This is an optimization exercise on Yosys and OpenROAD, whose aim is small area, not a production implementation.
In this exercise RTL edits were held to simulation tests only and were not proved equivalent to the original.
No activity file was given, so power comes from the tool's default toggle rates.

Design piano, start of the top module:
module piano (input wire clk,
              input wire rst_n,
              input wire [12:0] key,
              input wire [1:0] pitch,
              input wire switch_sel,
              input wire autoplay_n,
              output wire buzzer,
              output wire speaker,
              output wire [8:0] seg1,
              output wire [8:0] seg2);
Size: ~4,200 cells after synthesis, about 39 I/O pins, roughly 30,000 sq um of cells after synthesis.
==> module dac, before the edit <==
module dac (input wire clk,
            input wire rst,
            input wire [7:0] am,
            output reg pwm);
    reg [8:0] u;
    reg [7:0] amq;
    wire wrap = u[8];                  
    reg skip;                          
    always @(*)
        case (u)
            9'd0, 9'd15, 9'd30, 9'd45, 9'd60, 9'd75, 9'd90, 9'd105, 9'd120,
            9'd135, 9'd150, 9'd165, 9'd180, 9'd195, 9'd210, 9'd225, 9'd240: skip = 1'b1;
            default: skip = 1'b0;
        endcase
    always @(posedge clk or posedge rst) begin
        if (rst) begin
            u   <= 9'd0;
            amq <= 8'd0;
            pwm <= 1'b0;
        end
        else begin
            if (wrap) begin
                u   <= 9'd0;
                amq <= am;
            end
            else
                u <= u + (skip ? 9'd2 : 9'd1);
            pwm <= {1'b0, amq} < u;
        end
    end
endmodule
==> module keyboard, before the edit <==
module keyboard (input wire clk,
                 input wire rst,
                 input wire scan13_en,
                 input wire scan_en,
                 input wire [12:0] key,
                 input wire [1:0] pitch,
                 output wire strobe,
                 output wire on,
                 output wire [5:0] code);
    reg [1:0] sta;
    reg [3:0] scan_i;
    reg [12:0] key_up;         
    reg [1:0] shift;           
    reg [1:0] shift_c;         
    reg [1:0] pitch_last;
    assign strobe = sta[1];
    assign on     = key_up[12];
    assign code   = {shift_c, 2'b00} * 3 + ((scan_i == 4'd0) ? 4'd13 : scan_i);
    wire cur = key[scan_i];
    wire [1:0] shift_dn = ((pitch_last[0] & ~pitch[0]) && shift != 2'd0) ? shift - 1'b1 : shift;
    wire [1:0] shift_n  = ((pitch_last[1] & ~pitch[1]) && shift_dn != 2'd3) ? shift_dn + 1'b1 : shift_dn;
    always @(posedge clk or posedge rst) begin
        if (rst) begin
            sta      <= 2'd0;
            scan_i   <= 4'd0;
            key_up   <= 13'h0000;
        end
        else if (scan13_en) begin
            case (sta)
                2'd0: begin
                    if (key_up[0] == cur)
                        sta <= 2'd1;
                    key_up   <= {~cur, key_up[12:1]};
                    scan_i   <= (scan_i == 4'd12) ? 4'd0 : scan_i + 1'b1;
                end
                2'd1: sta <= 2'd2;
                default: sta <= 2'd0;
            endcase
        end
    end
    always @(posedge clk) begin
        if (scan13_en && sta == 2'd0 && key_up[0] == cur)
            shift_c <= shift;
    end
    always @(posedge clk or posedge rst) begin
        if (rst) begin
            shift      <= 2'd1;
            pitch_last <= 2'b11;
        end
        else if (scan_en) begin
            shift      <= shift_n;
            pitch_last <= pitch;
        end
    end
endmodule
==> flow/config.mk <==
export PLATFORM = sky130hd
export DESIGN_NAME = piano
export DESIGN_NICKNAME = piano
export VERILOG_FILES = /design/flow/design.v
export SDC_FILE = /design/flow/constraint.sdc
export NUM_CORES = 4
export LEC_CHECK = 0
export CAP_MARGIN = 20
export CORE_MARGIN = 2
export CORE_UTILIZATION = 30
export CTS_BUF_LIST = sky130_fd_sc_hd__clkbuf_8 sky130_fd_sc_hd__clkbuf_16
export CTS_CLUSTER_DIAMETER = 100
export CTS_CLUSTER_SIZE = 20
export GPL_TIMING_DRIVEN = 0
export PLACE_DENSITY = 0.4
export SETUP_SLACK_MARGIN = 0.3
export SLEW_MARGIN = 20
export SYNTH_MEMORY_MAX_BITS = 65536
==> flow/constraint.sdc <==
create_clock -name core_clock -period 10.0 [get_ports {clk}]
set_input_delay 2.0000 -clock core_clock [delete_from_list [all_inputs] [get_ports {clk}]]
set_output_delay 2.0000 -clock core_clock [all_outputs]
set_load 0.01 [all_outputs]
standard.sh (not shown) runs the stock make flow with config.mk's settings and CLKGATE_MAP_FILE= SYNTH_SCRIPT=/design/flow/synth_recipe.tcl, a recipe that flattens the netlist after the stock synthesis.
==> flow/flow/run.sh <==
#!/bin/bash
# Own layout flow: the standard synthesis, then the combinational logic
# between the (unchanged) registers is re-mapped by ABC for area, then the standard flow's
# standard layout from floorplan to finish on that netlist.
set -euo pipefail
R=orfs/results/${FLOW_PLATFORM}/piano/base
LIB=${FLOW_HOME}/platforms/${FLOW_PLATFORM}/lib/sky130_fd_sc_hd__tt_025C_1v80.lib
YOSYS=$(command -v yosys || echo ${FLOW_HOME}/../tools/install/yosys/bin/yosys)

# 1. standard synthesis (register names and cell types come from here)
bash standard.sh synth > 1_standard_synth.log 2>&1
cp ${R}/1_2_yosys.v 1_2_yosys_standard.v

# 2. re-map the combinational logic; sequential and tie cells stay as they are
SEQ=$(grep -oE 'sky130_fd_sc_hd__(df|edf|dl|sdf|conb)[a-z0-9_]*' 1_2_yosys_standard.v | sort -u | tr '\n' ' ')
cat > resyn.abc <<EOA
strash
dch -f
map -a
strash
dch -f
amap
strash
dch -f
amap
topo
EOA
cat > resyn.ys <<EOY
read_liberty -ignore_miss_func ${LIB}
blackbox ${SEQ}
read_verilog 1_2_yosys_standard.v
hierarchy -top ${FLOW_TOP}
flatten
opt_clean
abc -liberty ${LIB} -dont_use sky130_fd_sc_hd__probe* -dont_use sky130_fd_sc_hd__lpflow_* -script resyn.abc
opt_clean -purge
hilomap -singleton -hicell sky130_fd_sc_hd__conb_1 HI -locell sky130_fd_sc_hd__conb_1 LO
splitnets
opt_clean -purge
tee -o resyn_stat.txt stat -liberty ${LIB}
write_verilog -noattr -nohex -nodec 1_2_yosys_resyn.v
EOY
${YOSYS} -s resyn.ys > 2_resyn.log 2>&1
cp 1_2_yosys_resyn.v ${R}/1_2_yosys.v
rm -f ${R}/1_synth.odb ${R}/1_synth.sdc

# 3. standard layout on the re-mapped netlist
bash standard.sh finish > 3_standard_finish.log 2>&1
Rerun with:
--- a/flow/design.v
+++ b/flow/design.v
@@ -66,15 +66,9 @@
             output reg pwm);
     reg [8:0] u;
     reg [7:0] amq;
     wire wrap = u[8];                  
-    reg skip;                          
-    always @(*)
-        case (u)
-            9'd0, 9'd15, 9'd30, 9'd45, 9'd60, 9'd75, 9'd90, 9'd105, 9'd120,
-            9'd135, 9'd150, 9'd165, 9'd180, 9'd195, 9'd210, 9'd225, 9'd240: skip = 1'b1;
-            default: skip = 1'b0;
-        endcase
+    wire skip = (u % 9'd15) == 9'd0;
     always @(posedge clk or posedge rst) begin
         if (rst) begin
             u   <= 9'd0;
             amq <= 8'd0;
@@ -525,39 +519,39 @@
                  output wire on,
                  output wire [5:0] code);
     reg [1:0] sta;
     reg [3:0] scan_i;
-    reg [12:0] key_up;         
+    reg [12:0] key_last;       
     reg [1:0] shift;           
     reg [1:0] shift_c;         
     reg [1:0] pitch_last;
     assign strobe = sta[1];
-    assign on     = key_up[12];
+    assign on     = ~key_last[12];
     assign code   = {shift_c, 2'b00} * 3 + ((scan_i == 4'd0) ? 4'd13 : scan_i);
     wire cur = key[scan_i];
     wire [1:0] shift_dn = ((pitch_last[0] & ~pitch[0]) && shift != 2'd0) ? shift - 1'b1 : shift;
     wire [1:0] shift_n  = ((pitch_last[1] & ~pitch[1]) && shift_dn != 2'd3) ? shift_dn + 1'b1 : shift_dn;
     always @(posedge clk or posedge rst) begin
         if (rst) begin
             sta      <= 2'd0;
             scan_i   <= 4'd0;
-            key_up   <= 13'h0000;
+            key_last <= 13'h1fff;
         end
         else if (scan13_en) begin
             case (sta)
                 2'd0: begin
-                    if (key_up[0] == cur)
+                    if (key_last[0] != cur)
                         sta <= 2'd1;
-                    key_up   <= {~cur, key_up[12:1]};
+                    key_last <= {cur, key_last[12:1]};
                     scan_i   <= (scan_i == 4'd12) ? 4'd0 : scan_i + 1'b1;
                 end
                 2'd1: sta <= 2'd2;
                 default: sta <= 2'd0;
             endcase
         end
     end
     always @(posedge clk) begin
-        if (scan13_en && sta == 2'd0 && key_up[0] == cur)
+        if (scan13_en && sta == 2'd0 && key_last[0] != cur)
             shift_c <= shift;
     end
     always @(posedge clk or posedge rst) begin
         if (rst) begin
Effect: Critical path depth went down by 2. Count of clock-buffer cells in the layout went down by 1. Fmax went down by a few percent. Global-route usage went down by 1.6 points. Design area stays flat. Total power went down slightly.

-- separate check: timing with driven ports --
No port has a modelled driver above. Below, the same layouts with a new extraction and two added sets of constraints.
Step 1, drivers: a clkbuf_16 drives clk and a buf_2 each remaining input, both assumed.
Step 2 adds t to the input delays and takes it off the output delays; t is the mean of the earliest and latest rising clock arrival at the registers after step 1. Input paths then give back, and output paths get back, about the clock's delay inside the block.
a / b / c = ideal ports / drivers / drivers and shift; a / b = the first two.
run | t (ns) | setup slack, ns | hold slack, ns | clock arrival spread, ns | cell pins on the clock port's net
the first run | 0.721 | 1.255 / 1.255 / 1.255 | 0.376 / 0.376 / 0.376 | 0.042 / 0.042 | 1
the second run | 0.695 | 1.035 / 1.035 / 1.035 | 0.388 / 0.388 / 0.388 | 0.062 / 0.062 | 1
After both steps every run listed still meets setup and hold.
